From an optimization exercise on the open Yosys and OpenROAD flow, aimed at small area, a short achievable clock period and few clock cycles; shortcuts taken in it are not production practice.
Where RTL was checked, it was by simulation tests only, not by an equivalence proof against the original.
For run 1, only the layout was checked, not whether the RTL still works.
Power and IR drop assume default switching activity.

==> flow/design.v, too long to show whole: its modules and the start of the top module <==
// module Milestone1: 178 lines
// module csc_r: 156 lines
// module csc_g: 168 lines
// module csc_b: 139 lines
// module interp_tree: 149 lines
module Milestone1(
	 input logic Clock,
	 input logic resetn,
	 input logic start,
	 input logic  [15:0] SRAM_read_data,
	 output logic [15:0] SRAM_write_data,
	 output logic done,
	 output logic SRAM_we_n,
	 output logic [17:0] SRAM_address
);
  // ...
==> flow/flow/run.sh <==
#!/bin/bash
# The standard layout (standard.sh) with three changes:
#  - timing repair aims MARGIN ns below the clock period (SETUP_SLACK_MARGIN);
#  - the port buffers are buf_2 cells (the default picks a delay buffer);
#  - after the standard synthesis, flow/polarity.py removes inverters around
#    full adders (a full adder with all inputs and outputs inverted is the
#    same full adder); registers are untouched.
set -euo pipefail
MARGIN=${MARGIN:-7.8}
sed -e "s/SETUP_SLACK_MARGIN=[0-9.]*/SETUP_SLACK_MARGIN=$MARGIN/" \
    -e "s/CLKGATE_MAP_FILE= /CLKGATE_MAP_FILE= 'BUFFER_PORTS_ARGS=-buffer_cell sky130_fd_sc_hd__buf_2' /" \
    standard.sh > standard_margin.sh
grep -q "BUFFER_PORTS_ARGS" standard_margin.sh
grep -q "SETUP_SLACK_MARGIN=$MARGIN" standard_margin.sh
bash standard_margin.sh synth > synth.log 2>&1
RES=orfs/results/${FLOW_PLATFORM}/Milestone1/base
cp $RES/1_2_yosys.v 1_2_yosys.orig.v
python3 flow/polarity.py 1_2_yosys.orig.v $RES/1_2_yosys.v > polarity.log 2>&1
rm -f $RES/1_synth.odb $RES/1_synth.sdc
bash standard_margin.sh > layout.log 2>&1
==> flow/flow/polarity.py <==
#!/usr/bin/env python3
"""Removes inverters around full adders in a mapped sky130 netlist.

A full adder is self-dual: FA(~a, ~b, ~c) = (~sum, ~cout). Yosys' adder
extraction often leaves inverters on full-adder inputs and outputs; this
pass chooses, per full adder, whether to use it "flipped" (inverted inputs
and outputs) so that as few inverters as possible remain, then rewrites the
netlist. Registers and all other cells are untouched; the logic function of
every register input and output port is unchanged.

usage: polarity.py in.v out.v
"""
import re, sys, random

OUT_PINS = {"X", "Y", "Q", "Q_N", "SUM", "COUT", "HI", "LO"}
FA_IN = ("A", "B", "CIN")
INV = "sky130_fd_sc_hd__inv_1"

src = open(sys.argv[1]).read()
cell_re = re.compile(r"^  (sky130_fd_sc_hd__\w+) (\\\S+ |\S+) \((.*?)\n  \);\n", re.S | re.M)
pin_re = re.compile(r"\.(\w+)\(([^()]*)\)")

cells = []   # [type, name, [(pin, net)], span]
for m in cell_re.finditer(src):
    pins = [(p, n.strip()) for p, n in pin_re.findall(m.group(3))]
    cells.append([m.group(1), m.group(2), pins, m.span()])

# module ports: never rename or remove the nets they are on
hdr = src[:cells[0][3][0]]
ports = set()
for m in re.finditer(r"^\s*(input|output)\s*(\[\d+:\d+\])?\s*(\S+);", hdr, re.M):
    ports.add(m.group(3))
def is_port(net):
    return net.split("[")[0].lstrip("\\").strip() in ports or net.startswith("\\") and net[1:].split("[")[0] in ports

driver = {}
loads = {}
for i, (t, name, pins, _) in enumerate(cells):
    for p, n in pins:
        if p in OUT_PINS:
            driver[n] = (i, p)
        else:
            loads.setdefault(n, []).append((i, p))

# removable inverters: output net internal
removable = set()
for i, (t, name, pins, _) in enumerate(cells):
    if t == INV:
        d = dict(pins)
        if not is_port(d["Y"]) and d["Y"] not in ("1'h0", "1'h1"):
            removable.add(i)

def lit(net, depth=0):
    """(base net, polarity) of a net through removable inverters."""
    if net in driver and driver[net][0] in removable and depth < 50:
        a = dict(cells[driver[net][0]][2])["A"]
        b, p = lit(a, depth + 1)
        return b, p ^ 1
    return net, 0

# consumers of every base net
cons = {}          # base -> list of (cell, pin, r)
for i, (t, name, pins, _) in enumerate(cells):
    if i in removable:
        continue
    for p, n in pins:
        if p in OUT_PINS:
            continue
        b, r = lit(n)
        cons.setdefault(b, []).append((i, p, r))
# ports that are driven through an inverter chain: keep these inverters (skip)
fa = [i for i, c in enumerate(cells) if c[0] == "sky130_fd_sc_hd__fa_1" or c[0].startswith("sky130_fd_sc_hd__fa_")]
faset = set(fa)
flip = {i: 0 for i in fa}

def drv_flip(b):
    if b in driver and driver[b][0] in faset:
        return flip[driver[b][0]]
    return 0

def need_inv(b):
    d = drv_flip(b)
    for (i, p, r) in cons.get(b, []):
        rr = r ^ (flip[i] if (i in faset and p in FA_IN) else 0)
        if rr != d:
            return 1
    return 0

# nets touched by each FA
touch = {}
for i in fa:
    d = dict(cells[i][2])
    s = set()
    for p in FA_IN:
        s.add(lit(d[p])[0])
    s.add(d["SUM"]); s.add(d["COUT"])
    touch[i] = s

base_nets = set(cons.keys())
before = sum(need_inv(b) for b in base_nets)
def greedy():
    improved = True
    rounds = 0
    while improved and rounds < 50:
        improved = False
        rounds += 1
        for i in fa:
            nets = touch[i]
            c0 = sum(need_inv(b) for b in nets)
            flip[i] ^= 1
            c1 = sum(need_inv(b) for b in nets)
            if c1 < c0:
                improved = True
            else:
                flip[i] ^= 1

# greedy descent, then random perturbations (kept when not worse)
greedy()
cur = sum(need_inv(b) for b in base_nets)
rng = random.Random(1)
for it in range(300):
    saved = dict(flip)
    for i in rng.sample(fa, min(len(fa), 4)):
        flip[i] ^= 1
    greedy()
    c = sum(need_inv(b) for b in base_nets)
    if c <= cur:
        cur = c
    else:
        flip.clear(); flip.update(saved)
after = sum(need_inv(b) for b in base_nets)

# rewrite
new_inv = {}    # base -> inverted net name
decls = []
k = [0]
def inv_net(b):
    if b not in new_inv:
        n = f"_polinv_{k[0]}_"
        k[0] += 1
        new_inv[b] = n
        decls.append(f"  wire {n};\n")
    return new_inv[b]

def esc(n):
    return n + " " if n.startswith("\\") else n


out_cells = {}
for i, (t, name, pins, span) in enumerate(cells):
    if i in removable:
        out_cells[i] = ""
        continue
    newpins = []
    for p, n in pins:
        if p in OUT_PINS:
            newpins.append((p, n))
            continue
        b, r = lit(n)
        rr = r ^ (flip[i] if (i in faset and p in FA_IN) else 0)
        d = drv_flip(b)
        newpins.append((p, b if rr == d else inv_net(b)))
    body = ",\n".join(f"    .{p}({esc(n)})" for p, n in newpins)
    out_cells[i] = f"  {t} {name} (\n{body}\n  );\n"

inv_cells = []
for j, (b, n) in enumerate(sorted(new_inv.items(), key=lambda x: x[1])):
    inv_cells.append(f"  {INV} _polinv_cell_{j}_ (\n    .A({esc(b)}),\n    .Y({n})\n  );\n")

res = []
pos = 0
for i, (t, name, pins, span) in enumerate(cells):
    if i == 0:
        res.append(src[pos:span[0]])
        res.extend(decls)
    else:
        res.append(src[pos:span[0]])
    res.append(out_cells[i])
    pos = span[1]
    if i == len(cells) - 1:
        res.extend(inv_cells)
res.append(src[pos:])
open(sys.argv[2], "w").write("".join(res))
print(f"full adders {len(fa)}, flipped {sum(flip.values())}; inverters: {len(removable)} removable,"
      f" needed before {before}, after {after}, written {len(new_inv)}")
==> flow/standard.sh <==
#!/bin/bash
# synth_recipe.tcl (not shown) runs the flow's synth.tcl, then flattens the netlist and writes it again
# the make line also repeats each setting of config.mk as NAME=value (left out here)
make -C /OpenROAD-flow-scripts/flow DESIGN_CONFIG=/design/flow/config.mk WORK_HOME=/design/flow/orfs CLKGATE_MAP_FILE= SYNTH_SCRIPT=/design/flow/synth_recipe.tcl "${@:-finish}"
==> flow/config.mk <==
export PLATFORM = sky130hd
export DESIGN_NAME = Milestone1
export DESIGN_NICKNAME = Milestone1
export VERILOG_FILES = /design/flow/design.v
export SDC_FILE = /design/flow/constraint.sdc
export NUM_CORES = 4
export LEC_CHECK = 0
export CAP_MARGIN = 20
export CORE_MARGIN = 2
export CORE_UTILIZATION = 60
export CTS_CLUSTER_DIAMETER = 80
export CTS_CLUSTER_SIZE = 24
export SETUP_SLACK_MARGIN = 5
export SLEW_MARGIN = 20
==> flow/constraint.sdc <==
create_clock -name core_clock -period 11.0 [get_ports {Clock}]
set_input_delay 2.2000 -clock core_clock [delete_from_list [all_inputs] [get_ports {Clock}]]
set_output_delay 2.2000 -clock core_clock [all_outputs]
set_load 0.01 [all_outputs]
==> impl_metrics.py, run 1 <==
metrics = {
    "pwr": {
        "ir_drop_mv": 0.114,
        "powerComb_w": 0.0000130,
        "top_power_group": "sequential cells",
        "intPower_w": 0.00193,
        "swShare": 0.223,
    },
    "timing": {
        "worst_pin_slew_ns": 0.932,
        "slew_headroom": 0.379,
        "fin_ws_ns": 7.69,
        "fmax_mhz": 302,
        "min_period_over_period": 0.301,
        "grt_setup_unrepaired": "yes",
        "fin_setup_tns_ns": 0,
    },
    "layout": {
        "layout.cells.non_filler": 2540,
        "nets": 2443,
        "ff_latch_area_um2": 9630,
        "diodes": 0,
        "final_common_cell": "inv_1",
        "design_area_um2": 25500,
        "multi_input_area_um2": 12800,
    },
    "global_routing": {
        "grtUsageMet3": 0.0268,
        "grt_pass1_vias": 14941,
        "grt_pass1_wl_um": 83600,
        "grtUsageTotal": 0.267,
        "grt-ovfl-total": 0,
        "top_usage_layer": "met2",
    },
    "place": {
        "placed_cells": 2456,
        "dpl_cell_area_um2": 24100,
    },
    "die": {
        "core_area_um2": 38400,
        "start_util": 0.604,
        "die_area_um2": 40200,
    },
    "route": {
        "drc": 0,
    },
    "run": {
        "max_cap_viol_count": 0,
    },
    "clock_network": {
        "clkLatencyLatePin_ns": 0.57,
        "cts_setup_buffers": 20,
        "cts_max_level": 1,
        "ctsResizeCount": 48,
        "cts_tree": "done",
    },
    "run_status": {
        "status": "finished clean",
    },
    "setup_path": {
        "r2r_start": "by[7]",
        "reg2reg_slack_ns": 7.80,
    },
}
==> module Milestone1, before the edit <==
module Milestone1(
	 input logic Clock,
	 input logic resetn,
	 input logic start,
	 input logic  [15:0] SRAM_read_data,
	 output logic [15:0] SRAM_write_data,
	 output logic done,
	 output logic SRAM_we_n,
	 output logic [17:0] SRAM_address
);
localparam logic [17:0] U_START   = 18'd38400;
localparam logic [17:0] V_START   = 18'd57600;
localparam logic [17:0] RGB_START = 18'd146944;
logic        run, fin;
logic        start_r;      
logic        we;           
assign SRAM_we_n = ~we;
logic [4:0]  ph;           
logic        odd;          
logic        wr_en;        
logic [15:0] yaddr;        
logic [17:0] waddr;        
logic [7:0]  qw;           
logic [7:0]  uw0, uw1, uw2, uw3, uw4, uw5;
logic [7:0]  vw0, vw1, vw2, vw3, vw4, vw5;
logic [7:0]  ustage;
logic [15:0] vstage;
logic [15:0] yreg;
logic [7:0]  uodd, vodd;
logic [7:0] iw0, iw1, iw2, iw3, iw4, iw5;
logic [7:0] e0, e1, e2, e3, e4, e5;
logic [8:0] ip1, ip2, ip3;
logic [7:0] ia, ib;              
logic       ic;                  
logic [7:0] it_a, it_b;
logic       it_c;
logic [7:0] iout;
logic       q_first, q_second, q_156, q_157, q_158, q_last;    
wire [7:0] vnew = odd ? vstage[7:0] : vstage[15:8];
wire isel_v = ph[2];
assign iw0 = isel_v ? vw1  : uw0;
assign iw1 = isel_v ? vw2  : uw1;
assign iw2 = isel_v ? vw3  : uw2;
assign iw3 = isel_v ? vw4  : uw3;
assign iw4 = isel_v ? vw5  : uw4;
assign iw5 = isel_v ? vnew : uw5;
wire c_first  = q_first;
wire c_second = q_second;
wire c_157    = q_157;
wire c_158    = q_158;
wire c_last   = q_last;
assign e0 = c_first ? iw2 : c_second ? iw1 : iw0;
assign e1 = c_first ? iw2 : iw1;
assign e2 = iw2;
assign e3 = c_last ? iw2 : iw3;
assign e4 = c_last ? iw2 : c_158 ? iw3 : iw4;
assign e5 = c_last ? iw2 : c_158 ? iw3 : c_157 ? iw4 : iw5;
always_ff @(posedge Clock) begin
	ip1 <= {1'b0, e2} + {1'b0, e3};
	ip2 <= {1'b0, e1} + {1'b0, e4};
	ip3 <= {1'b0, e0} + {1'b0, e5};
	ia  <= it_a;
	ib  <= it_b;
	ic  <= it_c;
end
interp_tree u_interp (.p1(ip1), .p2(ip2), .p3(ip3), .a(it_a), .b(it_b), .c(it_c));
assign iout = ia + ib + {7'd0, ic};
logic [7:0] ry, rv, gy, gu, gv, by, bu;
logic [8:0] gs;       
logic [24:0] r_out, g_out, b_out;
logic [24:0] ro, go, bo;
function automatic [7:0] clip(input logic [24:0] t);
	logic [11:0] x;
	x = t[24:13] + t[12:1] + {11'd0, t[0]};
	clip = x[11] ? 8'd0 : (|x[10:8]) ? 8'd255 : x[7:0];
endfunction
wire [7:0] gy_n = ph[1] ? yreg[7:0] : yreg[15:8];
wire [7:0] gu_n = ph[1] ? uodd : uw2;
wire [7:0] gv_n = ph[1] ? vodd : vw2;
wire [7:0] r_c = clip(ro);
wire [7:0] g_c = clip(go);
wire [7:0] b_c = clip(bo);
always_ff @(posedge Clock) begin
	ry <= ph[0] ? yreg[7:0] : yreg[15:8];
	rv <= ph[0] ? vodd : vw2;
	gy <= gy_n;
	gu <= gu_n;
	gv <= gv_n;
	gs <= {1'b0, gu_n} + {1'b0, gv_n};
	by <= gy_n;
	bu <= gu_n;
	ro <= r_out;
	go <= g_out;
	bo <= b_out;
end
csc_r u_r (.y(ry), .v(rv), .o(r_out));
csc_g u_g (.y(gy), .u(gu), .v(gv), .s(gs), .o(g_out));
csc_b u_b (.y(by), .u(bu), .o(b_out));
wire        last_pair = (yaddr == 16'd38400);
wire        y_neg     = yaddr[15] & ~wr_en;    
wire [17:0] c_addr    = {{3{y_neg}}, yaddr[15:1]} + (odd ? U_START + 18'd2 : V_START + 18'd3);
always_ff @(posedge Clock) begin
	if (ph[2]) begin
		uw0 <= uw1; uw1 <= uw2; uw2 <= uw3; uw3 <= uw4; uw4 <= uw5;
		vw0 <= vw1; vw1 <= vw2; vw2 <= vw3; vw3 <= vw4; vw4 <= vw5;
		if (!odd) begin
			uw5 <= SRAM_read_data[15:8];
			ustage <= SRAM_read_data[7:0];
			vw5 <= vstage[15:8];
		end else begin
			uw5 <= ustage;
			vw5 <= vstage[7:0];
			vstage <= SRAM_read_data;
		end
	end
	if (ph[3]) yreg <= SRAM_read_data;
	if (ph[0]) uodd <= iout;
	if (ph[4]) vodd <= iout;
	SRAM_write_data <= ph[1] ? {r_c, g_c} : ph[2] ? {b_c, r_c} : {g_c, b_c};
end
always_ff @(posedge Clock) begin
	if (ph[4]) SRAM_address <= c_addr;
	else if (ph[0]) SRAM_address <= {2'd0, yaddr};
	else SRAM_address <= waddr;
end
always_ff @(posedge Clock or negedge resetn) begin
	if (!resetn) begin
		run   <= 1'b0;
		fin   <= 1'b0;
		done  <= 1'b0;
		start_r <= 1'b0;
		ph    <= 5'b10000;
		odd   <= 1'b0;         
		wr_en <= 1'b0;
		yaddr <= 16'hFFFB;     
		waddr <= RGB_START;
		qw    <= 8'd155;       
		q_first  <= 1'b0;
		q_second <= 1'b0;
		q_156    <= 1'b0;
		q_157    <= 1'b0;
		q_158    <= 1'b0;
		q_last   <= 1'b0;
		we    <= 1'b0;
	end else begin
		done <= 1'b0;
		start_r <= start;
		if ((run || (start_r && !fin)) && !(run && ph[4] && last_pair)) begin
			if (!run) run <= 1'b1;
			ph <= {ph[3:0], ph[4]};
			if (ph[4]) begin  
				odd   <= ~odd;
				yaddr <= yaddr + 16'd1;
				if (yaddr == 16'd0) wr_en <= 1'b1;
			end
			if (ph[4] || ph[0]) we <= 1'b0;
			else begin  
				we <= wr_en;
				if (wr_en) waddr <= waddr + 18'd1;
			end
			if (ph[1]) begin
				qw       <= q_last ? 8'd0 : qw + 8'd1;
				q_first  <= q_last;
				q_second <= q_first;
				q_156    <= (qw == 8'd155);
				q_157    <= q_156;
				q_158    <= q_157;
				q_last   <= q_158;
			end
		end else if (run) begin
			run  <= 1'b0;
			fin  <= 1'b1;
			done <= 1'b1;
			we   <= 1'b0;
		end
	end
end
endmodule
==> module interp_tree, before the edit <==
module interp_tree(input logic [8:0] p1, input logic [8:0] p2, input logic [8:0] p3,
                   output logic [7:0] a, output logic [7:0] b, output logic c);
wire it_0 = ~p1[7] ^ p1[2];
wire it_1 = ~p1[7] & p1[2];
wire it_2 = ~p1[8] ^ p1[3];
wire it_3 = ~p1[8] & p1[3];
wire it_4 = ~p1[5] ^ p1[0];
wire it_5 = ~p1[5] & p1[0];
wire it_6 = ~p1[6] ^ p1[1] ^ ~p2[4];
wire it_7 = (~p1[6] & p1[1]) | (~p1[6] & ~p2[4]) | (p1[1] & ~p2[4]);
wire it_8 = p2[2] ^ ~p2[0] ^ p3[6];
wire it_9 = (p2[2] & ~p2[0]) | (p2[2] & p3[6]) | (~p2[0] & p3[6]);
wire it_10 = it_0 ^ p1[0] ^ ~p2[5];
wire it_11 = (it_0 & p1[0]) | (it_0 & ~p2[5]) | (p1[0] & ~p2[5]);
wire it_12 = p2[3] ^ ~p2[1] ^ p3[7];
wire it_13 = (p2[3] & ~p2[1]) | (p2[3] & p3[7]) | (~p2[1] & p3[7]);
wire it_14 = p3[5] ^ p3[3];
wire it_15 = p3[5] & p3[3];
wire it_16 = it_1 ^ it_2 ^ p1[1];
wire it_17 = (it_1 & it_2) | (it_1 & p1[1]) | (it_2 & p1[1]);
wire it_18 = ~p2[6] ^ p2[4] ^ ~p2[2];
wire it_19 = (~p2[6] & p2[4]) | (~p2[6] & ~p2[2]) | (p2[4] & ~p2[2]);
wire it_20 = p3[8] ^ p3[6] ^ p3[4];
wire it_21 = (p3[8] & p3[6]) | (p3[8] & p3[4]) | (p3[6] & p3[4]);
wire it_22 = it_3 ^ p1[4] ^ p1[2];
wire it_23 = (it_3 & p1[4]) | (it_3 & p1[2]) | (p1[4] & p1[2]);
wire it_24 = ~p2[7] ^ p2[5] ^ ~p2[3];
wire it_25 = (~p2[7] & p2[5]) | (~p2[7] & ~p2[3]) | (p2[5] & ~p2[3]);
wire it_26 = ~(p3[7] ^ p3[5]);
wire it_27 = p3[7] | p3[5];
wire it_28 = p1[5] ^ p1[3] ^ ~p2[8];
wire it_29 = (p1[5] & p1[3]) | (p1[5] & ~p2[8]) | (p1[3] & ~p2[8]);
wire it_30 = p2[6] ^ ~p2[4] ^ p3[8];
wire it_31 = (p2[6] & ~p2[4]) | (p2[6] & p3[8]) | (~p2[4] & p3[8]);
wire it_32 = ~p3[6];
wire it_33 = p1[6] ^ p1[4] ^ p2[7];
wire it_34 = (p1[6] & p1[4]) | (p1[6] & p2[7]) | (p1[4] & p2[7]);
wire it_35 = p1[7] ^ p1[5];
wire it_36 = p1[7] & p1[5];
wire it_37 = ~p1[2] ^ ~p2[0];
wire it_38 = ~p1[2] & ~p2[0];
wire it_39 = ~p1[3] ^ ~p2[1];
wire it_40 = ~p1[3] & ~p2[1];
wire it_41 = ~p1[4] ^ ~p2[2] ^ p2[0];
wire it_42 = (~p1[4] & ~p2[2]) | (~p1[4] & p2[0]) | (~p2[2] & p2[0]);
wire it_43 = p3[4] ^ p3[2];
wire it_44 = p3[4] & p3[2];
wire it_45 = it_4 ^ ~p2[3] ^ p2[1];
wire it_46 = (it_4 & ~p2[3]) | (it_4 & p2[1]) | (~p2[3] & p2[1]);
wire it_47 = p3[5] ^ p3[3] ^ p3[1];
wire it_48 = (p3[5] & p3[3]) | (p3[5] & p3[1]) | (p3[3] & p3[1]);
wire it_49 = it_5 ^ it_6 ^ it_8;
wire it_50 = (it_5 & it_6) | (it_5 & it_8) | (it_6 & it_8);
wire it_51 = ~(p3[4] ^ p3[2]);
wire it_52 = p3[4] | p3[2];
wire it_53 = it_7 ^ it_9 ^ it_10;
wire it_54 = (it_7 & it_9) | (it_7 & it_10) | (it_9 & it_10);
wire it_55 = ~(it_12 ^ it_14);
wire it_56 = it_12 | it_14;
wire it_57 = it_11 ^ it_13 ^ it_15;
wire it_58 = (it_11 & it_13) | (it_11 & it_15) | (it_13 & it_15);
wire it_59 = it_16 ^ it_18 ^ it_20;
wire it_60 = (it_16 & it_18) | (it_16 & it_20) | (it_18 & it_20);
wire it_61 = it_17 ^ it_19 ^ it_21;
wire it_62 = (it_17 & it_19) | (it_17 & it_21) | (it_19 & it_21);
wire it_63 = it_22 ^ it_24 ^ it_26;
wire it_64 = (it_22 & it_24) | (it_22 & it_26) | (it_24 & it_26);
wire it_65 = it_23 ^ it_25 ^ it_27;
wire it_66 = (it_23 & it_25) | (it_23 & it_27) | (it_25 & it_27);
wire it_67 = it_28 ^ it_30 ^ it_32;
wire it_68 = (it_28 & it_30) | (it_28 & it_32) | (it_30 & it_32);
wire it_69 = it_29 ^ it_31 ^ p3[6];
wire it_70 = (it_29 & it_31) | (it_29 & p3[6]) | (it_31 & p3[6]);
wire it_71 = it_33 ^ ~p2[5] ^ p3[7];
wire it_72 = (it_33 & ~p2[5]) | (it_33 & p3[7]) | (~p2[5] & p3[7]);
wire it_73 = it_34 ^ it_35 ^ p2[8];
wire it_74 = (it_34 & it_35) | (it_34 & p2[8]) | (it_35 & p2[8]);
wire it_75 = ~(~p2[6] ^ p3[8]);
wire it_76 = ~p2[6] | p3[8];
wire it_77 = it_36 ^ p1[8] ^ p1[6];
wire it_78 = (it_36 & p1[8]) | (it_36 & p1[6]) | (p1[8] & p1[6]);
wire it_79 = ~~p2[7];
wire it_80 = p1[7] ^ ~p2[8];
wire it_81 = p1[7] & ~p2[8];
wire it_82 = it_37 ^ p3[2];
wire it_83 = it_37 & p3[2];
wire it_84 = it_38 ^ it_39 ^ p3[3];
wire it_85 = (it_38 & it_39) | (it_38 & p3[3]) | (it_39 & p3[3]);
wire it_86 = it_40 ^ it_41 ^ it_43;
wire it_87 = (it_40 & it_41) | (it_40 & it_43) | (it_41 & it_43);
wire it_88 = it_42 ^ it_44 ^ it_45;
wire it_89 = (it_42 & it_44) | (it_42 & it_45) | (it_44 & it_45);
wire it_90 = it_46 ^ it_48 ^ it_49;
wire it_91 = (it_46 & it_48) | (it_46 & it_49) | (it_48 & it_49);
wire it_92 = it_50 ^ it_52 ^ it_53;
wire it_93 = (it_50 & it_52) | (it_50 & it_53) | (it_52 & it_53);
wire it_94 = it_54 ^ it_56 ^ it_57;
wire it_95 = (it_54 & it_56) | (it_54 & it_57) | (it_56 & it_57);
wire it_96 = it_58 ^ it_60 ^ it_61;
wire it_97 = (it_58 & it_60) | (it_58 & it_61) | (it_60 & it_61);
wire it_98 = it_62 ^ it_64 ^ it_65;
wire it_99 = (it_62 & it_64) | (it_62 & it_65) | (it_64 & it_65);
wire it_100 = it_66 ^ it_68 ^ it_69;
wire it_101 = (it_66 & it_68) | (it_66 & it_69) | (it_68 & it_69);
wire it_102 = it_70 ^ it_72 ^ it_73;
wire it_103 = (it_70 & it_72) | (it_70 & it_73) | (it_72 & it_73);
wire it_104 = it_74 ^ it_76 ^ it_77;
wire it_105 = (it_74 & it_76) | (it_74 & it_77) | (it_76 & it_77);
wire it_106 = it_78 ^ ~p2[7] ^ it_80;
wire it_107 = (it_78 & ~p2[7]) | (it_78 & it_80) | (~p2[7] & it_80);
wire it_108 = ~p1[0] ^ p3[0];
wire it_109 = ~p1[0] & p3[0];
wire it_110 = ~p1[1] ^ p3[1];
wire it_111 = ~p1[1] & p3[1];
wire it_112 = ~(it_82 ^ p3[0]);
wire it_113 = it_82 | p3[0];
wire it_114 = it_83 ^ it_84 ^ p3[1];
wire it_115 = (it_83 & it_84) | (it_83 & p3[1]) | (it_84 & p3[1]);
wire it_116 = it_85 ^ it_86 ^ p3[0];
wire it_117 = (it_85 & it_86) | (it_85 & p3[0]) | (it_86 & p3[0]);
wire it_118 = it_87 ^ it_88 ^ it_47;
wire it_119 = (it_87 & it_88) | (it_87 & it_47) | (it_88 & it_47);
wire it_120 = it_89 ^ it_90 ^ it_51;
wire it_121 = (it_89 & it_90) | (it_89 & it_51) | (it_90 & it_51);
wire it_122 = it_91 ^ it_92 ^ it_55;
wire it_123 = (it_91 & it_92) | (it_91 & it_55) | (it_92 & it_55);
wire it_124 = it_93 ^ it_94 ^ it_59;
wire it_125 = (it_93 & it_94) | (it_93 & it_59) | (it_94 & it_59);
wire it_126 = it_95 ^ it_96 ^ it_63;
wire it_127 = (it_95 & it_96) | (it_95 & it_63) | (it_96 & it_63);
wire it_128 = it_97 ^ it_98 ^ it_67;
wire it_129 = (it_97 & it_98) | (it_97 & it_67) | (it_98 & it_67);
wire it_130 = it_99 ^ it_100 ^ it_71;
wire it_131 = (it_99 & it_100) | (it_99 & it_71) | (it_100 & it_71);
wire it_132 = it_101 ^ it_102 ^ it_75;
wire it_133 = (it_101 & it_102) | (it_101 & it_75) | (it_102 & it_75);
wire it_134 = it_103 ^ it_104 ^ it_79;
wire it_135 = (it_103 & it_104) | (it_103 & it_79) | (it_104 & it_79);
wire it_136 = ~(it_105 ^ it_106);
wire it_137 = it_105 | it_106;
wire it_138 = it_107 ^ it_81 ^ p1[8];
wire it_139 = (it_107 & it_81) | (it_107 & p1[8]) | (it_81 & p1[8]);
wire [15:0] it_a = {it_137, it_135, it_133, it_131, it_129, it_127, it_125, it_123, it_121, it_119, it_117, it_115, it_113, it_111, it_109, it_108};
wire [15:0] it_b = {it_138, it_136, it_134, it_132, it_130, it_128, it_126, it_124, it_122, it_120, it_118, it_116, it_114, it_112, it_110, 1'b1};
wire [8:0] it_lo = {1'b0, it_a[7:0]} + {1'b0, it_b[7:0]};
assign a = it_a[15:8];
assign b = it_b[15:8];
assign c = it_lo[8];
endmodule
==> run 2, diff against run 1 <==
--- a/flow/design.v
+++ b/flow/design.v
@@ -243,7 +243,7 @@
 assign e5 = c_last ? iw2 : c_158 ? iw3 : c_157 ? iw4 : iw5;
 always_ff @(posedge Clock) begin
-	ip1 <= {1'b0, e2} + {1'b0, e3};
+	ip1 <= {1'b0, e2} + {1'b0, e3} + 9'd1;
 	ip2 <= {1'b0, e1} + {1'b0, e4};
-	ip3 <= {1'b0, e0} + {1'b0, e5};
+	ip3 <= {1'b0, e0} + {1'b0, e5} + 9'd1;
 	ia  <= it_a;
 	ib  <= it_b;
@@ -828,146 +828,129 @@
 module interp_tree(input logic [8:0] p1, input logic [8:0] p2, input logic [8:0] p3,
                    output logic [7:0] a, output logic [7:0] b, output logic c);
-wire it_0 = ~p1[7] ^ p1[2];
-wire it_1 = ~p1[7] & p1[2];
-wire it_2 = ~p1[8] ^ p1[3];
-wire it_3 = ~p1[8] & p1[3];
-wire it_4 = ~p1[5] ^ p1[0];
-wire it_5 = ~p1[5] & p1[0];
-wire it_6 = ~p1[6] ^ p1[1] ^ ~p2[4];
-wire it_7 = (~p1[6] & p1[1]) | (~p1[6] & ~p2[4]) | (p1[1] & ~p2[4]);
-wire it_8 = p2[2] ^ ~p2[0] ^ p3[6];
-wire it_9 = (p2[2] & ~p2[0]) | (p2[2] & p3[6]) | (~p2[0] & p3[6]);
-wire it_10 = it_0 ^ p1[0] ^ ~p2[5];
-wire it_11 = (it_0 & p1[0]) | (it_0 & ~p2[5]) | (p1[0] & ~p2[5]);
-wire it_12 = p2[3] ^ ~p2[1] ^ p3[7];
-wire it_13 = (p2[3] & ~p2[1]) | (p2[3] & p3[7]) | (~p2[1] & p3[7]);
-wire it_14 = p3[5] ^ p3[3];
-wire it_15 = p3[5] & p3[3];
-wire it_16 = it_1 ^ it_2 ^ p1[1];
-wire it_17 = (it_1 & it_2) | (it_1 & p1[1]) | (it_2 & p1[1]);
-wire it_18 = ~p2[6] ^ p2[4] ^ ~p2[2];
-wire it_19 = (~p2[6] & p2[4]) | (~p2[6] & ~p2[2]) | (p2[4] & ~p2[2]);
-wire it_20 = p3[8] ^ p3[6] ^ p3[4];
-wire it_21 = (p3[8] & p3[6]) | (p3[8] & p3[4]) | (p3[6] & p3[4]);
-wire it_22 = it_3 ^ p1[4] ^ p1[2];
-wire it_23 = (it_3 & p1[4]) | (it_3 & p1[2]) | (p1[4] & p1[2]);
-wire it_24 = ~p2[7] ^ p2[5] ^ ~p2[3];
-wire it_25 = (~p2[7] & p2[5]) | (~p2[7] & ~p2[3]) | (p2[5] & ~p2[3]);
-wire it_26 = ~(p3[7] ^ p3[5]);
-wire it_27 = p3[7] | p3[5];
-wire it_28 = p1[5] ^ p1[3] ^ ~p2[8];
-wire it_29 = (p1[5] & p1[3]) | (p1[5] & ~p2[8]) | (p1[3] & ~p2[8]);
-wire it_30 = p2[6] ^ ~p2[4] ^ p3[8];
-wire it_31 = (p2[6] & ~p2[4]) | (p2[6] & p3[8]) | (~p2[4] & p3[8]);
-wire it_32 = ~p3[6];
-wire it_33 = p1[6] ^ p1[4] ^ p2[7];
-wire it_34 = (p1[6] & p1[4]) | (p1[6] & p2[7]) | (p1[4] & p2[7]);
-wire it_35 = p1[7] ^ p1[5];
-wire it_36 = p1[7] & p1[5];
-wire it_37 = ~p1[2] ^ ~p2[0];
-wire it_38 = ~p1[2] & ~p2[0];
-wire it_39 = ~p1[3] ^ ~p2[1];
-wire it_40 = ~p1[3] & ~p2[1];
-wire it_41 = ~p1[4] ^ ~p2[2] ^ p2[0];
-wire it_42 = (~p1[4] & ~p2[2]) | (~p1[4] & p2[0]) | (~p2[2] & p2[0]);
-wire it_43 = p3[4] ^ p3[2];
-wire it_44 = p3[4] & p3[2];
-wire it_45 = it_4 ^ ~p2[3] ^ p2[1];
-wire it_46 = (it_4 & ~p2[3]) | (it_4 & p2[1]) | (~p2[3] & p2[1]);
-wire it_47 = p3[5] ^ p3[3] ^ p3[1];
-wire it_48 = (p3[5] & p3[3]) | (p3[5] & p3[1]) | (p3[3] & p3[1]);
-wire it_49 = it_5 ^ it_6 ^ it_8;
-wire it_50 = (it_5 & it_6) | (it_5 & it_8) | (it_6 & it_8);
-wire it_51 = ~(p3[4] ^ p3[2]);
-wire it_52 = p3[4] | p3[2];
-wire it_53 = it_7 ^ it_9 ^ it_10;
-wire it_54 = (it_7 & it_9) | (it_7 & it_10) | (it_9 & it_10);
-wire it_55 = ~(it_12 ^ it_14);
-wire it_56 = it_12 | it_14;
-wire it_57 = it_11 ^ it_13 ^ it_15;
-wire it_58 = (it_11 & it_13) | (it_11 & it_15) | (it_13 & it_15);
-wire it_59 = it_16 ^ it_18 ^ it_20;
-wire it_60 = (it_16 & it_18) | (it_16 & it_20) | (it_18 & it_20);
-wire it_61 = it_17 ^ it_19 ^ it_21;
-wire it_62 = (it_17 & it_19) | (it_17 & it_21) | (it_19 & it_21);
-wire it_63 = it_22 ^ it_24 ^ it_26;
-wire it_64 = (it_22 & it_24) | (it_22 & it_26) | (it_24 & it_26);
-wire it_65 = it_23 ^ it_25 ^ it_27;
-wire it_66 = (it_23 & it_25) | (it_23 & it_27) | (it_25 & it_27);
-wire it_67 = it_28 ^ it_30 ^ it_32;
-wire it_68 = (it_28 & it_30) | (it_28 & it_32) | (it_30 & it_32);
-wire it_69 = it_29 ^ it_31 ^ p3[6];
-wire it_70 = (it_29 & it_31) | (it_29 & p3[6]) | (it_31 & p3[6]);
-wire it_71 = it_33 ^ ~p2[5] ^ p3[7];
-wire it_72 = (it_33 & ~p2[5]) | (it_33 & p3[7]) | (~p2[5] & p3[7]);
-wire it_73 = it_34 ^ it_35 ^ p2[8];
-wire it_74 = (it_34 & it_35) | (it_34 & p2[8]) | (it_35 & p2[8]);
-wire it_75 = ~(~p2[6] ^ p3[8]);
-wire it_76 = ~p2[6] | p3[8];
-wire it_77 = it_36 ^ p1[8] ^ p1[6];
-wire it_78 = (it_36 & p1[8]) | (it_36 & p1[6]) | (p1[8] & p1[6]);
-wire it_79 = ~~p2[7];
-wire it_80 = p1[7] ^ ~p2[8];
-wire it_81 = p1[7] & ~p2[8];
-wire it_82 = it_37 ^ p3[2];
-wire it_83 = it_37 & p3[2];
-wire it_84 = it_38 ^ it_39 ^ p3[3];
-wire it_85 = (it_38 & it_39) | (it_38 & p3[3]) | (it_39 & p3[3]);
-wire it_86 = it_40 ^ it_41 ^ it_43;
-wire it_87 = (it_40 & it_41) | (it_40 & it_43) | (it_41 & it_43);
-wire it_88 = it_42 ^ it_44 ^ it_45;
-wire it_89 = (it_42 & it_44) | (it_42 & it_45) | (it_44 & it_45);
-wire it_90 = it_46 ^ it_48 ^ it_49;
-wire it_91 = (it_46 & it_48) | (it_46 & it_49) | (it_48 & it_49);
-wire it_92 = it_50 ^ it_52 ^ it_53;
-wire it_93 = (it_50 & it_52) | (it_50 & it_53) | (it_52 & it_53);
-wire it_94 = it_54 ^ it_56 ^ it_57;
-wire it_95 = (it_54 & it_56) | (it_54 & it_57) | (it_56 & it_57);
-wire it_96 = it_58 ^ it_60 ^ it_61;
-wire it_97 = (it_58 & it_60) | (it_58 & it_61) | (it_60 & it_61);
-wire it_98 = it_62 ^ it_64 ^ it_65;
-wire it_99 = (it_62 & it_64) | (it_62 & it_65) | (it_64 & it_65);
-wire it_100 = it_66 ^ it_68 ^ it_69;
-wire it_101 = (it_66 & it_68) | (it_66 & it_69) | (it_68 & it_69);
-wire it_102 = it_70 ^ it_72 ^ it_73;
-wire it_103 = (it_70 & it_72) | (it_70 & it_73) | (it_72 & it_73);
-wire it_104 = it_74 ^ it_76 ^ it_77;
-wire it_105 = (it_74 & it_76) | (it_74 & it_77) | (it_76 & it_77);
-wire it_106 = it_78 ^ ~p2[7] ^ it_80;
-wire it_107 = (it_78 & ~p2[7]) | (it_78 & it_80) | (~p2[7] & it_80);
-wire it_108 = ~p1[0] ^ p3[0];
-wire it_109 = ~p1[0] & p3[0];
-wire it_110 = ~p1[1] ^ p3[1];
-wire it_111 = ~p1[1] & p3[1];
-wire it_112 = ~(it_82 ^ p3[0]);
-wire it_113 = it_82 | p3[0];
-wire it_114 = it_83 ^ it_84 ^ p3[1];
-wire it_115 = (it_83 & it_84) | (it_83 & p3[1]) | (it_84 & p3[1]);
-wire it_116 = it_85 ^ it_86 ^ p3[0];
-wire it_117 = (it_85 & it_86) | (it_85 & p3[0]) | (it_86 & p3[0]);
-wire it_118 = it_87 ^ it_88 ^ it_47;
-wire it_119 = (it_87 & it_88) | (it_87 & it_47) | (it_88 & it_47);
-wire it_120 = it_89 ^ it_90 ^ it_51;
-wire it_121 = (it_89 & it_90) | (it_89 & it_51) | (it_90 & it_51);
-wire it_122 = it_91 ^ it_92 ^ it_55;
-wire it_123 = (it_91 & it_92) | (it_91 & it_55) | (it_92 & it_55);
-wire it_124 = it_93 ^ it_94 ^ it_59;
-wire it_125 = (it_93 & it_94) | (it_93 & it_59) | (it_94 & it_59);
-wire it_126 = it_95 ^ it_96 ^ it_63;
-wire it_127 = (it_95 & it_96) | (it_95 & it_63) | (it_96 & it_63);
-wire it_128 = it_97 ^ it_98 ^ it_67;
-wire it_129 = (it_97 & it_98) | (it_97 & it_67) | (it_98 & it_67);
-wire it_130 = it_99 ^ it_100 ^ it_71;
-wire it_131 = (it_99 & it_100) | (it_99 & it_71) | (it_100 & it_71);
-wire it_132 = it_101 ^ it_102 ^ it_75;
-wire it_133 = (it_101 & it_102) | (it_101 & it_75) | (it_102 & it_75);
-wire it_134 = it_103 ^ it_104 ^ it_79;
-wire it_135 = (it_103 & it_104) | (it_103 & it_79) | (it_104 & it_79);
-wire it_136 = ~(it_105 ^ it_106);
-wire it_137 = it_105 | it_106;
-wire it_138 = it_107 ^ it_81 ^ p1[8];
-wire it_139 = (it_107 & it_81) | (it_107 & p1[8]) | (it_81 & p1[8]);
-wire [15:0] it_a = {it_137, it_135, it_133, it_131, it_129, it_127, it_125, it_123, it_121, it_119, it_117, it_115, it_113, it_111, it_109, it_108};
-wire [15:0] it_b = {it_138, it_136, it_134, it_132, it_130, it_128, it_126, it_124, it_122, it_120, it_118, it_116, it_114, it_112, it_110, 1'b1};
+wire it_0 = ~p1[5] ^ p1[0] ^ ~p2[3];
+wire it_1 = (~p1[5] & p1[0]) | (~p1[5] & ~p2[3]) | (p1[0] & ~p2[3]);
+wire it_2 = ~p1[6] ^ p1[1] ^ ~p2[4];
+wire it_3 = (~p1[6] & p1[1]) | (~p1[6] & ~p2[4]) | (p1[1] & ~p2[4]);
+wire it_4 = ~p2[2] ^ ~p2[1];
+wire it_5 = ~p2[2] & ~p2[1];
+wire it_6 = ~p1[7] ^ p1[2] ^ p1[0];
+wire it_7 = (~p1[7] & p1[2]) | (~p1[7] & p1[0]) | (p1[2] & p1[0]);
+wire it_8 = ~p2[5] ^ ~p2[3] ^ ~p2[2];
+wire it_9 = (~p2[5] & ~p2[3]) | (~p2[5] & ~p2[2]) | (~p2[3] & ~p2[2]);
+wire it_10 = p3[7] ^ p3[5];
+wire it_11 = p3[7] & p3[5];
+wire it_12 = ~p1[8] ^ p1[3] ^ p1[1];
+wire it_13 = (~p1[8] & p1[3]) | (~p1[8] & p1[1]) | (p1[3] & p1[1]);
+wire it_14 = ~p2[6] ^ ~p2[4] ^ ~p2[3];
+wire it_15 = (~p2[6] & ~p2[4]) | (~p2[6] & ~p2[3]) | (~p2[4] & ~p2[3]);
+wire it_16 = p3[8] ^ p3[6] ^ p3[4];
+wire it_17 = (p3[8] & p3[6]) | (p3[8] & p3[4]) | (p3[6] & p3[4]);
+wire it_18 = p1[4] ^ p1[2] ^ ~p2[7];
+wire it_19 = (p1[4] & p1[2]) | (p1[4] & ~p2[7]) | (p1[2] & ~p2[7]);
+wire it_20 = ~p2[5] ^ ~p2[4] ^ p3[7];
+wire it_21 = (~p2[5] & ~p2[4]) | (~p2[5] & p3[7]) | (~p2[4] & p3[7]);
+wire it_22 = ~p3[5];
+wire it_23 = p1[5] ^ p1[3] ^ ~p2[8];
+wire it_24 = (p1[5] & p1[3]) | (p1[5] & ~p2[8]) | (p1[3] & ~p2[8]);
+wire it_25 = ~p2[6] ^ ~p2[5] ^ p3[8];
+wire it_26 = (~p2[6] & ~p2[5]) | (~p2[6] & p3[8]) | (~p2[5] & p3[8]);
+wire it_27 = ~p3[6];
+wire it_28 = p1[6] ^ p1[4] ^ ~p2[7];
+wire it_29 = (p1[6] & p1[4]) | (p1[6] & ~p2[7]) | (p1[4] & ~p2[7]);
+wire it_30 = p1[7] ^ p1[5];
+wire it_31 = p1[7] & p1[5];
+wire it_32 = ~p1[4] ^ ~p2[2] ^ ~p2[0];
+wire it_33 = (~p1[4] & ~p2[2]) | (~p1[4] & ~p2[0]) | (~p2[2] & ~p2[0]);
+wire it_34 = it_0 ^ ~p2[1] ^ ~p2[0];
+wire it_35 = (it_0 & ~p2[1]) | (it_0 & ~p2[0]) | (~p2[1] & ~p2[0]);
+wire it_36 = p3[5] ^ p3[3];
+wire it_37 = p3[5] & p3[3];
+wire it_38 = it_1 ^ it_2 ^ it_4;
+wire it_39 = (it_1 & it_2) | (it_1 & it_4) | (it_2 & it_4);
+wire it_40 = p3[6] ^ p3[4] ^ p3[2];
+wire it_41 = (p3[6] & p3[4]) | (p3[6] & p3[2]) | (p3[4] & p3[2]);
+wire it_42 = it_3 ^ it_5 ^ it_6;
+wire it_43 = (it_3 & it_5) | (it_3 & it_6) | (it_5 & it_6);
+wire it_44 = it_8 ^ it_10 ^ p3[3];
+wire it_45 = (it_8 & it_10) | (it_8 & p3[3]) | (it_10 & p3[3]);
+wire it_46 = it_7 ^ it_9 ^ it_11;
+wire it_47 = (it_7 & it_9) | (it_7 & it_11) | (it_9 & it_11);
+wire it_48 = it_12 ^ it_14 ^ it_16;
+wire it_49 = (it_12 & it_14) | (it_12 & it_16) | (it_14 & it_16);
+wire it_50 = it_13 ^ it_15 ^ it_17;
+wire it_51 = (it_13 & it_15) | (it_13 & it_17) | (it_15 & it_17);
+wire it_52 = it_18 ^ it_20 ^ it_22;
+wire it_53 = (it_18 & it_20) | (it_18 & it_22) | (it_20 & it_22);
+wire it_54 = it_19 ^ it_21 ^ p3[5];
+wire it_55 = (it_19 & it_21) | (it_19 & p3[5]) | (it_21 & p3[5]);
+wire it_56 = it_23 ^ it_25 ^ it_27;
+wire it_57 = (it_23 & it_25) | (it_23 & it_27) | (it_25 & it_27);
+wire it_58 = it_24 ^ it_26 ^ p3[6];
+wire it_59 = (it_24 & it_26) | (it_24 & p3[6]) | (it_26 & p3[6]);
+wire it_60 = it_28 ^ ~p2[6] ^ p3[7];
+wire it_61 = (it_28 & ~p2[6]) | (it_28 & p3[7]) | (~p2[6] & p3[7]);
+wire it_62 = it_29 ^ it_30 ^ ~p2[8];
+wire it_63 = (it_29 & it_30) | (it_29 & ~p2[8]) | (it_30 & ~p2[8]);
+wire it_64 = ~(~p2[7] ^ p3[8]);
+wire it_65 = ~p2[7] | p3[8];
+wire it_66 = it_31 ^ p1[8] ^ p1[6];
+wire it_67 = (it_31 & p1[8]) | (it_31 & p1[6]) | (p1[8] & p1[6]);
+wire it_68 = ~p1[2] ^ ~p2[0];
+wire it_69 = ~p1[2] & ~p2[0];
+wire it_70 = ~p1[3] ^ ~p2[1] ^ p3[3];
+wire it_71 = (~p1[3] & ~p2[1]) | (~p1[3] & p3[3]) | (~p2[1] & p3[3]);
+wire it_72 = it_32 ^ p3[4] ^ p3[2];
+wire it_73 = (it_32 & p3[4]) | (it_32 & p3[2]) | (p3[4] & p3[2]);
+wire it_74 = it_33 ^ it_34 ^ it_36;
+wire it_75 = (it_33 & it_34) | (it_33 & it_36) | (it_34 & it_36);
+wire it_76 = it_35 ^ it_37 ^ it_38;
+wire it_77 = (it_35 & it_37) | (it_35 & it_38) | (it_37 & it_38);
+wire it_78 = it_39 ^ it_41 ^ it_42;
+wire it_79 = (it_39 & it_41) | (it_39 & it_42) | (it_41 & it_42);
+wire it_80 = it_43 ^ it_45 ^ it_46;
+wire it_81 = (it_43 & it_45) | (it_43 & it_46) | (it_45 & it_46);
+wire it_82 = it_47 ^ it_49 ^ it_50;
+wire it_83 = (it_47 & it_49) | (it_47 & it_50) | (it_49 & it_50);
+wire it_84 = it_51 ^ it_53 ^ it_54;
+wire it_85 = (it_51 & it_53) | (it_51 & it_54) | (it_53 & it_54);
+wire it_86 = it_55 ^ it_57 ^ it_58;
+wire it_87 = (it_55 & it_57) | (it_55 & it_58) | (it_57 & it_58);
+wire it_88 = it_59 ^ it_61 ^ it_62;
+wire it_89 = (it_59 & it_61) | (it_59 & it_62) | (it_61 & it_62);
+wire it_90 = it_63 ^ it_65 ^ it_66;
+wire it_91 = (it_63 & it_65) | (it_63 & it_66) | (it_65 & it_66);
+wire it_92 = ~p1[0] ^ p3[0];
+wire it_93 = ~p1[0] & p3[0];
+wire it_94 = ~p1[1] ^ p3[1];
+wire it_95 = ~p1[1] & p3[1];
+wire it_96 = it_68 ^ p3[2] ^ p3[0];
+wire it_97 = (it_68 & p3[2]) | (it_68 & p3[0]) | (p3[2] & p3[0]);
+wire it_98 = it_69 ^ it_70 ^ p3[1];
+wire it_99 = (it_69 & it_70) | (it_69 & p3[1]) | (it_70 & p3[1]);
+wire it_100 = it_71 ^ it_72 ^ p3[0];
+wire it_101 = (it_71 & it_72) | (it_71 & p3[0]) | (it_72 & p3[0]);
+wire it_102 = it_73 ^ it_74 ^ p3[1];
+wire it_103 = (it_73 & it_74) | (it_73 & p3[1]) | (it_74 & p3[1]);
+wire it_104 = it_75 ^ it_76 ^ it_40;
+wire it_105 = (it_75 & it_76) | (it_75 & it_40) | (it_76 & it_40);
+wire it_106 = it_77 ^ it_78 ^ it_44;
+wire it_107 = (it_77 & it_78) | (it_77 & it_44) | (it_78 & it_44);
+wire it_108 = it_79 ^ it_80 ^ it_48;
+wire it_109 = (it_79 & it_80) | (it_79 & it_48) | (it_80 & it_48);
+wire it_110 = it_81 ^ it_82 ^ it_52;
+wire it_111 = (it_81 & it_82) | (it_81 & it_52) | (it_82 & it_52);
+wire it_112 = it_83 ^ it_84 ^ it_56;
+wire it_113 = (it_83 & it_84) | (it_83 & it_56) | (it_84 & it_56);
+wire it_114 = it_85 ^ it_86 ^ it_60;
+wire it_115 = (it_85 & it_86) | (it_85 & it_60) | (it_86 & it_60);
+wire it_116 = it_87 ^ it_88 ^ it_64;
+wire it_117 = (it_87 & it_88) | (it_87 & it_64) | (it_88 & it_64);
+wire it_118 = it_89 ^ it_90 ^ ~p2[8];
+wire it_119 = (it_89 & it_90) | (it_89 & ~p2[8]) | (it_90 & ~p2[8]);
+wire it_120 = it_91 ^ it_67 ^ p1[7];
+wire it_121 = (it_91 & it_67) | (it_91 & p1[7]) | (it_67 & p1[7]);
+wire it_122 = ~p1[8];
+wire [15:0] it_a = {it_121, it_119, it_117, it_115, it_113, it_111, it_109, it_107, it_105, it_103, it_101, it_99, it_97, it_95, it_93, it_92};
+wire [15:0] it_b = {it_122, it_120, it_118, it_116, it_114, it_112, it_110, it_108, it_106, it_104, it_102, it_100, it_98, it_96, it_94, 1'b1};
 wire [8:0] it_lo = {1'b0, it_a[7:0]} + {1'b0, it_b[7:0]};
 assign a = it_a[15:8];
==> impl_metrics.py, run 2 <==
metrics = {
    "timing": {
        "worst_pin_slew_ns": 0.961,
        "slew_headroom": 0.357,
        "hold_viol": 0,
        "fin_setup_tns_ns": 0,
        "period_needed_ns": 3.32,
        "grt_setup_unrepaired": "yes",
        "fmax_mhz": 301,
        "fin_skew_ns": 0.0350,
        "finalSetupViolations": 0,
        "slew_violations": 0,
        "min_period_over_period": 0.302,
    },
    "clock_network": {
        "holdBufCountCts": 0,
        "tritoncts.num_buffers": 24,
        "cts_max_level": 1,
        "clockBufferDepth": 3,
        "clkLatencyLatePin_ns": 0.57,
        "cts.clk_slew.worst_paths_ns": 0.10,
        "cts_sinks": 387,
        "root_buffer": "clkbuf_16",
        "cts_tree": "done",
    },
    "global_routing": {
        "grt_pass1_vias": 14727,
        "grt_max_degree": 66,
        "grt-ovfl-total": 0,
        "antenna_found_initial": 6,
        "grtUsageTotal": 0.281,
        "grt_pass1_wl_um": 83100,
    },
    "die": {
        "io_pins": 55,
        "die_area_um2": 39700,
        "start_util": 0.609,
        "die_x_um": 199,
        "die_h_um": 199,
        "core_area_um2": 37600,
        "rows": 71,
    },
    "pwr": {
        "p_total_w": 0.00247,
        "leakagePower_nw": 10.4,
        "powerDensity_nw_per_um2": 97.9,
        "ir_drop_mv": 0.141,
    },
    "setup_path": {
        "crit_type": "flip-flop to primary output",
        "crit_required_ns": 8.80,
        "end_kind": "primary output",
        "cp-start-kind": "flip-flop",
        "crit_arrival_ns": 1.12,
        "cp_max_fo": 2,
    },
    "logic_synthesis": {
        "synth_cells": 1876,
        "synth_nets": 2308,
        "synth_warnings": 1,
        "synth_area_um2": 22900,
        "synth_area_per_cell_um2": 12.2,
    },
    "layout": {
        "ff_latch_area_um2": 9640,
        "multi_input_area_um2": 12600,
        "final_cell_mix": "208 x fa_1, 193 x inv_1, 190 x ha_1",
        "drive_gt1_frac": 0.178,
        "largest_reg_flops": 20,
        "regMostFlops": "bo",
        "nFillCells": 2831,
        "post-route-util": 0.672,
        "design_area_um2": 25300,
        "synthToLayoutAreaGrowth_pct": 10.4,
        "final_common_cell": "fa_1",
        "nets": 2386,
    },
    "place": {
        "hpwl_um": 42200,
        "gp_congestion": 0.907,
        "dpl_cell_area_um2": 23700,
        "io_buffers": 54,
    },
    "run_status": {
        "status": "finished clean",
    },
    "route": {
        "finalWirelength_um": 53600,
        "drt-initial-drc-count": 713,
        "vias": 14031,
        "first_pass_iters": 5,
        "wl_met3_um": 2540,
        "maxUsedRoutingLayer": "met4",
        "antenna_left": 0,
        "avgRoutedWirePerCell_um": 21.6,
        "wl_met1_um": 22000,
        "drc": 0,
        "routed_via_density": 5.64,
        "met2_length_um": 26700,
    },
    "run": {
        "max_cap_viol_count": 0,
    },
    "worst_hold_path": {
        "hold_class": "flip-flop to flip-flop",
    },
}
==> run 2: where the power goes <==
part           internal (W)  total (W)  switching, W
clock network      0.000460   0.000986      0.000527
registers           0.00147    0.00147  0.0000000397
logic            0.00000360  0.0000117    0.00000812
==> run 2: path summary, 6_finish.rpt <==
kind / slack [ns] / startpoint / to / cells after the start
setup / recovery: 7.68 / we / SRAM_we_n / 2
hold / removal: 0.44 / vw5[6] / vw4[6] / 0
setup reg to reg: 7.81 / by[6] / go[0] / 8
hold reg to reg: 0.44 / vw5[6] / vw4[6] / 0
max in group asynchronous: 8.61 / resetn / ph[2] / 2
min in group asynchronous: 1.80 / resetn / waddr[1] / 2
==> run 2: critical path: stages (launching register included) <==
cell and delay (ns):
dfrtp_1 0.40, inv_1 0.05, buf_2 0.11
==> run 2: cell type report <==
type / instances / share of cell area
Clock inverter: 12 / 0.00589
Antenna cell: 3 / 0.000297
Tap cell: 511 / 0.0253
Timing Repair Buffer: 96 / 0.0316
Sequential cell: 387 / 0.381
Multi-Input combinational cell: 1244 / 0.498
Clock buffer: 32 / 0.0266
Inverter: 201 / 0.0304
==> run 2: metrics by stage <==
stage / worst slack (ns) / std cells / hold WS [ns]
finish: 7.68 / 2486 / 0.439
global route: 7.63 / 2486 / 0.456
CTS: 7.65 / 2466 / 0.445
detailed placement: 7.12 / 2406 / 0.431
global placement: 7.22 / 2406 / 0.424
floorplan: 7.54 / 1876 / 0.408
==> run 2: per-layer routing <==
layer	vias to the layer above	track usage
li1	6580	-
met1	7021	0.352
met2	325	0.487
met3	105	0.0454
met4	0	0.119
met5	-	0
==> run 2: repair_timing <==
action	4_1_cts	5_1_grt
endpoints found under the setup margin	56	52
gates cloned	0	1
gates resized for setup	65	58
setup buffers	16	16
pin swaps	18	8
Testbench counts of run 2, summed over its fixed seeds: cycles 1,152,162.
==> run 3, diff against run 2 <==
--- a/flow/config.mk
+++ b/flow/config.mk
@@ -8,7 +8,7 @@
 export CAP_MARGIN = 20
 export CORE_MARGIN = 2
-export CORE_UTILIZATION = 60
-export CTS_CLUSTER_DIAMETER = 80
-export CTS_CLUSTER_SIZE = 24
+export CORE_UTILIZATION = 78
+export CTS_CLUSTER_DIAMETER = 90
+export CTS_CLUSTER_SIZE = 28
 export SETUP_SLACK_MARGIN = 5
 export SLEW_MARGIN = 20
==> impl_metrics.py, run 3 <==
metrics = {
    "timing": {
        "finalSetupViolations": 0,
        "fin_skew_ns": 0.0281,
        "slew_headroom": 0.416,
        "hold_viol": 0,
        "slew_violations": 0,
        "period_needed_ns": 3.40,
        "fin_setup_tns_ns": 0,
        "fmax_mhz": 294,
        "grt_setup_unrepaired": "yes",
        "worst_pin_slew_ns": 0.873,
        "min_period_over_period": 0.309,
    },
    "place": {
        "hpwl_um": 42600,
        "io_buffers": 54,
        "gp_congestion": 1.02,
    },
    "pwr": {
        "leakagePower_nw": 10.4,
        "intPower_w": 0.00181,
        "switching_power_w": 0.000467,
        "powerDensity_nw_per_um2": 91.5,
        "clkPwrFrac": 0.348,
        "p_comb_frac": 0.005,
        "ir_drop_mv": 0.161,
        "p_seq_frac": 0.647,
        "swShare": 0.205,
    },
    "clock_network": {
        "clkLatencyLatePin_ns": 0.55,
        "root_buffer": "clkbuf_16",
        "cts_max_level": 1,
        "tritoncts.num_buffers": 18,
        "cts_tree": "done",
        "cts_sinks": 387,
        "clockBufferDepth": 3,
        "holdBufCountCts": 0,
        "cts.clk_slew.worst_paths_ns": 0.11,
    },
    "logic_synthesis": {
        "synth_area_per_cell_um2": 12.2,
        "synth_area_um2": 22900,
        "synth_warnings": 1,
        "synth_cells": 1876,
        "synth_nets": 2308,
    },
    "route": {
        "routed_via_density": 6.51,
        "drc": 0,
        "finalWirelength_um": 61200,
        "drt-initial-drc-count": 1698,
        "first_pass_iters": 5,
        "vias": 15336,
        "avgRoutedWirePerCell_um": 26.0,
        "antenna_left": 0,
    },
    "layout": {
        "final_cell_mix": "208 x fa_1, 193 x inv_1, 191 x ha_1",
        "synthToLayoutAreaGrowth_pct": 8.82,
        "final_common_cell": "fa_1",
        "regMostFlops": "bo",
        "nets": 2388,
        "nFillCells": 1335,
        "drive_gt1_frac": 0.177,
        "post-route-util": 0.865,
        "largest_reg_flops": 20,
    },
    "setup_path": {
        "crit_arrival_ns": 3.80,
        "cp_max_fo": 5,
        "r2r_start": "bu[6]",
        "crit_type": "flip-flop to flip-flop",
        "rr_worst_depth": 12,
        "cp-start-kind": "flip-flop",
        "end_kind": "flip-flop",
        "reg2reg_slack_ns": 7.60,
        "crit_required_ns": 11.40,
        "r2r-end": "go[0]",
    },
    "worst_hold_path": {
        "hold_class": "flip-flop to flip-flop",
        "hold_end": "uw4[3]",
        "hp-start": "uw5[3]",
        "hold_depth": 0,
    },
    "global_routing": {
        "grt_max_degree": 61,
        "grt_pass1_wl_um": 89000,
        "grt_pass1_vias": 15905,
        "grt-ovfl-total": 0,
        "grtUsageTotal": 0.388,
        "antenna_found_initial": 7,
    },
    "die": {
        "rows": 62,
        "die_x_um": 175,
        "die_area_um2": 30700,
        "start_util": 0.795,
        "core_area_um2": 28800,
        "die_h_um": 175,
        "io_pins": 55,
    },
    "run_status": {
        "status": "finished clean",
    },
    "run": {
        "max_cap_viol_count": 0,
    },
}
[run 3: per-stage QoR]
stage	area (µm²)	std cells	setup slack [ns]	hold WS (ns)	total power, W
after global routing	24900	2357	7.56	0.471	0.00232
final	24900	2357	7.60	0.453	0.00228
after CTS	24500	2328	7.68	0.454	0.00228
after detailed placement	23600	2277	6.57	0.430	0.00152
after global placement	23600	2277	6.79	0.425	0.00152
after floorplan	23000	1876	7.54	0.408	0.00151
[run 3: final cells by class]
cell class,count,area [µm²],share of cell area
flip-flops and latches,387,9640,0.387
multi-input cells,1244,12600,0.506
inverters,201,763,0.0306
clock buffers,28,509,0.0204
clock inverters,4,40.0,0.00161
well taps,384,480,0.0193
diodes,5,12.5,0.000502
repair buffers,104,850,0.0341
[run 3: routing by layer]
layer | GRT usage | vias to the layer above | share of wire
met2 | 0.669 | 893 | 0.49
met1 | 0.461 | 7572 | 0.34
met3 | 0.0591 | 303 | 0.085
met5 | 0 | - | 0.0012
met4 | 0.240 | 2 | 0.082
li1 | - | 6566 | -
[run 3: what timing repair did]
action	in CTS	in global routing
gates cloned	1	0
setup endpoints to repair	65	66
setup buffers	18	24
gates resized for setup	69	52
pin swaps	14	7
[run 3: critical path, stage by stage (launching register included)]
cell and delay, ns:
dfxtp_4 0.35, buf_4 0.17, fa_1 0.50, fa_1 0.55, inv_1 0.05, ha_1 0.28, inv_1 0.12, ha_4 0.22
a21o_1 0.21, a21o_1 0.29, a21oi_2 0.17, o21a_1 0.20, o211ai_1 0.14
[run 3: worst max-delay path by stage]
stage / startpoint / endpoint / cells past startpoint
after floorplan: ph[2] / ip3[8] / 14
after global placement: ph[2] / ip3[8] / 15
after detailed placement: ph[2] / ip3[8] / 15
after CTS: we / SRAM_we_n / 2
after global routing: bu[5] / go[0] / 12
final: bu[6] / go[0] / 12
[run 3: power by group through the flow]
stage	Sequential, W	Clock (W)	Combinational [W]
2_1_floorplan	0.00151	0	0.00000128
3_3_place_gp	0.00151	0	0.0000107
3_5_place_dp	0.00151	0	0.0000113
4_1_cts	0.00148	0.000789	0.0000116
5_1_grt	0.00147	0.000833	0.0000130
6_report	0.00147	0.000792	0.0000116
==> run 4, diff against run 3 <==
--- a/flow/config.mk
+++ b/flow/config.mk
@@ -6,9 +6,9 @@
 export NUM_CORES = 4
 export LEC_CHECK = 0
-export CAP_MARGIN = 20
+export CAP_MARGIN = 0
 export CORE_MARGIN = 2
-export CORE_UTILIZATION = 78
+export CORE_UTILIZATION = 70
 export CTS_CLUSTER_DIAMETER = 90
 export CTS_CLUSTER_SIZE = 28
 export SETUP_SLACK_MARGIN = 5
-export SLEW_MARGIN = 20
+export SLEW_MARGIN = 0
==> impl_metrics.py, run 4 <==
metrics = {
    "route": {
        "drt-initial-drc-count": 862,
        "vias": 14127,
        "routed_via_density": 5.90,
        "finalWirelength_um": 51900,
        "antenna_left": 0,
        "first_pass_iters": 5,
        "avgRoutedWirePerCell_um": 21.7,
        "drc": 0,
    },
    "clock_network": {
        "tritoncts.num_buffers": 18,
        "clkLatencyLatePin_ns": 0.56,
        "clockBufferDepth": 3,
        "holdBufCountCts": 0,
        "cts.clk_slew.worst_paths_ns": 0.11,
        "root_buffer": "clkbuf_16",
        "cts_tree": "done",
        "cts_sinks": 387,
        "cts_max_level": 1,
    },
    "pwr": {
        "powerDensity_nw_per_um2": 91.1,
        "ir_drop_mv": 0.162,
        "leakagePower_nw": 10.3,
        "p_total_w": 0.00226,
    },
    "layout": {
        "synthToLayoutAreaGrowth_pct": 8.57,
        "largest_reg_flops": 20,
        "final_cell_mix": "213 x fa_1, 193 x inv_1, 190 x ha_1",
        "regMostFlops": "bo",
        "nets": 2369,
        "post-route-util": 0.768,
        "final_common_cell": "fa_1",
        "layout.cells.non_filler": 2396,
        "drive_gt1_frac": 0.166,
    },
    "die": {
        "die_h_um": 185,
        "die_area_um2": 34200,
        "core_area_um2": 32400,
        "die_x_um": 185,
        "start_util": 0.707,
        "io_pins": 55,
        "rows": 66,
    },
    "place": {
        "placed_cells": 2334,
        "gp_congestion": 0.943,
        "io_buffers": 54,
        "hpwl_um": 39700,
    },
    "logic_synthesis": {
        "synth_area_um2": 22900,
        "synth_warnings": 1,
        "synth_area_per_cell_um2": 12.2,
        "synth_cells": 1876,
        "synth_nets": 2308,
    },
    "timing": {
        "fin_setup_tns_ns": 0,
        "finalSetupViolations": 0,
        "worst_pin_slew_ns": 0.803,
        "grt_setup_unrepaired": "yes",
        "fmax_mhz": 302,
        "fin_skew_ns": 0.0434,
        "min_period_over_period": 0.301,
        "hold_viol": 0,
        "holdWs_ns": 0.445,
        "slew_headroom": 0.464,
        "period_needed_ns": 3.31,
        "slew_violations": 0,
    },
    "global_routing": {
        "grtUsageTotal": 0.314,
        "grt-ovfl-total": 0,
        "antenna_found_initial": 4,
        "grt_max_degree": 74,
        "grt_pass1_wl_um": 80500,
        "grt_pass1_vias": 14524,
    },
    "run": {
        "max_cap_viol_count": 0,
    },
    "setup_path": {
        "crit_arrival_ns": 1.11,
        "end_kind": "primary output",
        "worst-path-buf-inv": 2,
        "path_cells": "inv_1 > buf_2",
        "crit_required_ns": 8.80,
        "crit_slowest_cell": "dfrtp_1",
        "crit_family": "flip-flops",
        "cp-start-kind": "flip-flop",
        "max_stage_delay_ns": 0.40,
        "cp_max_fo": 2,
        "crit_type": "flip-flop to primary output",
    },
    "run_status": {
        "status": "finished clean",
    },
    "worst_hold_path": {
        "hold_class": "flip-flop to flip-flop",
    },
}
run 4: worst reg2reg max path, delay by kind of cell, from the launching register on:
kind,cells,cell delay (ns)
AOI/OAI and AO/OA,1,0.17
adders and majority gates,5,2.28
buffers and inverters,1,0.16
DFF,1,0.39
and+or+nand+nor,1,0.07
run 4: final timing paths:
check,from,endpoint,slack (ns),cells past startpoint
worst max-delay path,we,SRAM_we_n,7.69,2
worst min-delay path,uw4[4],uw3[4],0.44,0
worst max register to register,by[6],go[0],7.84,8
worst min register to register,uw4[4],uw3[4],0.44,0
max in group asynchronous,resetn,odd,8.64,2
min in group asynchronous,resetn,waddr[5],1.78,2
run 4: area by class of cell:
type,instances,area (µm²)
fill,2111,7530
inverter,201,773
clock inverter,4,57.6
sequential,387,9640
multi-input combinational,1244,12600
timing repair buffer,85,733
clock buffer,28,488
antenna,5,12.5
tap,442,553
run 4: stage by stage:
step / setup WS (ns) / area, µm²
6_report: 7.69 / 24800
5_1_grt: 7.65 / 24800
4_1_cts: 7.66 / 24500
3_5_place_dp: 6.59 / 23600
3_3_place_gp: 6.67 / 23600
2_1_floorplan: 7.54 / 23000
run 4: what timing repair did:
item	CTS	global route
pin swaps	14	10
gates cloned	0	2
gates resized for setup	54	63
setup buffers	15	8
setup endpoints to repair	70	51
run 4: layer usage:
metal,track usage,vias to the layer above,routed length (µm)
met4,0.134,0,2590
li1,-,6535,-
met3,0.0293,109,1980
met1,0.402,7134,21000
met2,0.552,349,26400
met5,0,-,0
run 4: where the power goes:
group,switching [W],internal (W)
combinational,0.00000744,0.00000359
clock,0.000457,0.000322
sequential,0.0000000545,0.00147

[re-timing with driven ports]
Ports are ideal in the flow. The routed layouts listed here were re-timed in OpenROAD. Step 1: set_driving_cell puts a clkbuf_16 on Clock and a buf_2 on each other input, an assumption about the parent block. Step 2 moves the port delays by t, midway between the first and last clock arrival at a register: inputs arrive t later, outputs are due t later. That takes back most of the time a late clock gives input paths. Slacks: ideal / step 1 / step 2; pairs: ideal / step 1.
run | t, ns | setup slack, ns | hold WS [ns] | worst slew at a driven data input, ns
run 1 | 0.613 | 7.686 / 7.633 / 7.796 | 0.448 / 0.448 / 0.448 | 0.04
run 2 | 0.611 | 7.683 / 7.626 / 7.810 | 0.439 / 0.439 / 0.439 | 0.13
run 3 | 0.583 | 7.603 / 7.603 / 7.603 | 0.453 / 0.453 / 0.453 | 0.15
run 4 | 0.587 | 7.691 / 7.638 / 7.841 | 0.445 / 0.445 / 0.445 | 0.18
After both steps setup and hold are still met in every run listed.
